Source: an optimization exercise on an open RTL-to-GDS flow (aim: small area, a short achievable clock period and few clock cycles). Production flows keep margins and buffers that such runs may drop.

==> flow/design.v (excerpt) <==
module PSE ( clk,
			reset,
			Xin,
			Yin,
			point_num,
			valid,
			Xout,
			Yout);
input        clk;
input        reset;
input [9:0]  Xin;
input [9:0]  Yin;
input [2:0]  point_num;
output       valid;
output [9:0] Xout;
output [9:0] Yout;
reg  [3:0] cyc;
reg  [2:0] n;
reg  [9:0] p0x, p0y;
reg  [10:0] sx1, sy1, sx2, sy2, sx3, sy3, sx4, sy4, sx5, sy5;
reg  [3:0] xs;          
reg  [3:0] ys;          
reg  [4:0] osel;        
reg        vld;
reg        c12, c13, c23, b5first;
reg        mg;          
reg  [1:0] ia;          
reg        ib;          
reg        aLeft, bLeft;
wire c;   
wire [10:0] ax = ({11{xs[0]}} & sx1) | ({11{xs[1]}} & sx2) | ({11{xs[2]}} & sx3) | ({11{xs[3]}} & sx4);
wire [10:0] ay = ({11{xs[0]}} & sy1) | ({11{xs[1]}} & sy2) | ({11{xs[2]}} & sy3) | ({11{xs[3]}} & sy4);
wire [10:0] bx = ({11{ys[0]}} & sx2) | ({11{ys[1]}} & sx3) | ({11{ys[2]}} & sx4) | ({11{ys[3]}} & sx5);
wire [10:0] by = ({11{ys[0]}} & sy2) | ({11{ys[1]}} & sy3) | ({11{ys[2]}} & sy4) | ({11{ys[3]}} & sy5);
cross_calculator CC(.x0(ax), .y0(ay), .x1(bx), .y1(by), .pos(c));
wire big = n[2] & (n[1] | n[0]);           
wire [3:0] start = big ? {1'b0, n} + 4'd1 : {1'b0, n};    
wire [3:0] stop  = start + {1'b0, n} - 4'd1;              
wire pre  = (cyc == start - 4'd1);         
function [3:0] headA;    
	input [1:0] k;
	input x12, x13, x23;
	input [2:0] nn;
	reg [1:0] r1, r2, r3;
	begin
		if (nn == 3'd3) begin
			r1 = 2'd0; r2 = 2'd3; r3 = 2'd3;
		end else if (nn == 3'd4) begin
			r1 = {1'b0, x12}; r2 = {1'b0, ~x12}; r3 = 2'd3;
		end else begin
			r1 = {1'b0, x12} + {1'b0, x13};
			r2 = {1'b0, ~x12} + {1'b0, x23};
			r3 = {1'b0, ~x13} + {1'b0, ~x23};
		end
		headA = {1'b0, r3 == k, r2 == k, r1 == k};
	end
endfunction
function [3:0] headB;
	input       k;
	input       b5;
	input [2:0] nn;
	begin
		case (nn)
			3'd3: headB = 4'b0001;
			3'd4: headB = 4'b0010;
			3'd5: headB = 4'b0100;
			default: headB = (k ^ b5) ? 4'b1000 : 4'b0100;
		endcase
	end
endfunction
wire [4:0] xslot = {1'b0, xs};
wire [4:0] yslot = {ys, 1'b0};
reg [3:0] xs_n [0:1];
reg [3:0] ys_n [0:1];
reg [4:0] osel_n [0:1];
reg       vld_n [0:1];
reg       mg_n [0:1];
reg [1:0] ia_n [0:1];
  ...
Settings: LEC_CHECK=0, ABC_CLOCK_PERIOD_IN_PS=5500, CAP_MARGIN=20, CORE_MARGIN=2, CORE_UTILIZATION=40, SETUP_SLACK_MARGIN=4.5, SLEW_MARGIN=20; clock period 11.0 ns.
run.sh (not shown) runs the stock make flow with config.mk's settings and CLKGATE_MAP_FILE= SYNTH_SCRIPT=/design/flow/synth_recipe.tcl, a recipe that flattens the netlist after the stock synthesis.
The baseline finished with timing, DRC and antenna clean.
Change:
Settings changed: ABC_CLOCK_PERIOD_IN_PS 5500 to default, SETUP_SLACK_MARGIN 4.5 to default.
The new run finished with timing, DRC and antenna clean.
Worst setup slack gets worse by 1400 ps.
Die area stays the same.
Count of clock-buffer cells in the layout is unchanged.
Wire length falls by about 4%.
Final area falls by 5.4%.
Area after synthesis stays the same.
Maximum frequency falls by about 17%.
Global-route usage falls by 0.15 points.
Cell count falls by about 2.4%.
No run of this note included a check of the RTL's function; only the layout flow was run.

* * *

Another version of the RTL of PSE (not shown whole).
Size: roughly 1,600 cells after synthesis, ~180 flip-flops, about 46 I/O pins, ~17,000 um^2 of cells after synthesis.
==> flow/config.mk <==
export PLATFORM = sky130hd
export DESIGN_NAME = PSE
export DESIGN_NICKNAME = PSE
export VERILOG_FILES = /design/flow/design.v
export SDC_FILE = /design/flow/constraint.sdc
export NUM_CORES = 4
export LEC_CHECK = 0
export CAP_MARGIN = 20
export CORE_MARGIN = 2
export CORE_UTILIZATION = 40
export SETUP_SLACK_MARGIN = 4.5
export SLEW_MARGIN = 20
==> flow/constraint.sdc <==
create_clock -name core_clock -period 11.0 [get_ports {clk}]
set_input_delay 2.2000 -clock core_clock [delete_from_list [all_inputs] [get_ports {clk}]]
set_output_delay 2.2000 -clock core_clock [all_outputs]
set_load 0.01 [all_outputs]
standard.sh (not shown) runs the stock make flow with config.mk's settings and CLKGATE_MAP_FILE= SYNTH_SCRIPT=/design/flow/synth_recipe.tcl, a recipe that flattens the netlist after the stock synthesis.
==> flow/flow/run.sh <==
#!/bin/bash
# The standard layout (the standard.sh), with plain buffers on the ports
# instead of delay buffers. Each tool's output goes to standard.log here and
# to the ORFS logs under orfs/logs/.
export BUFFER_PORTS_ARGS="-buffer_cell sky130_fd_sc_hd__buf_2"
bash standard.sh > standard.log 2>&1
Rerun with:
Settings changed: SETUP_SLACK_MARGIN 4.5 to 4.0.
The changed run finished with timing, DRC and antenna clean.
Hold slack is better by 0.021 ns.
Setup slack gets worse by 0.28 ns.
Global-route usage went down by 1.3 points.
Final area is lower by a few percent.
Synthesized cell count stays the same.
First-iteration DRC count decreases by a few percent.
Fmax goes down by a few percent.
Register-to-register slack gets worse by 0.28 ns.
Via count falls slightly.
No functional check of the RTL was part of any run of this note.

## re-timing with driven ports
In the flow no input, the clock included, has a driving cell. The finished layouts below were timed again as built, in two steps.
Step 1: set_driving_cell puts a clkbuf_16 on clk and a buf_2 on each other input, an assumption about the parent block.
Step 2 times the ports against the registers' clock, not the clock port: input delays grow and output delays shrink by t, the midpoint of the rising clock arrivals with the driver on.
a / b / c = ideal ports / drivers / drivers and shift; a / b = the first two.
run	t, ns	setup WS [ns]	worst setup path at the end
the first run of note 1	0.477	4.544 / 4.544 / 4.544	register to register
the second run of note 1	0.485	3.192 / 3.192 / 3.192	register to register
the first run of note 2	0.476	4.587 / 4.587 / 4.587	register to register
the second run of note 2	0.484	4.302 / 4.302 / 4.302	register to register
After both steps every run listed still meets setup and hold.
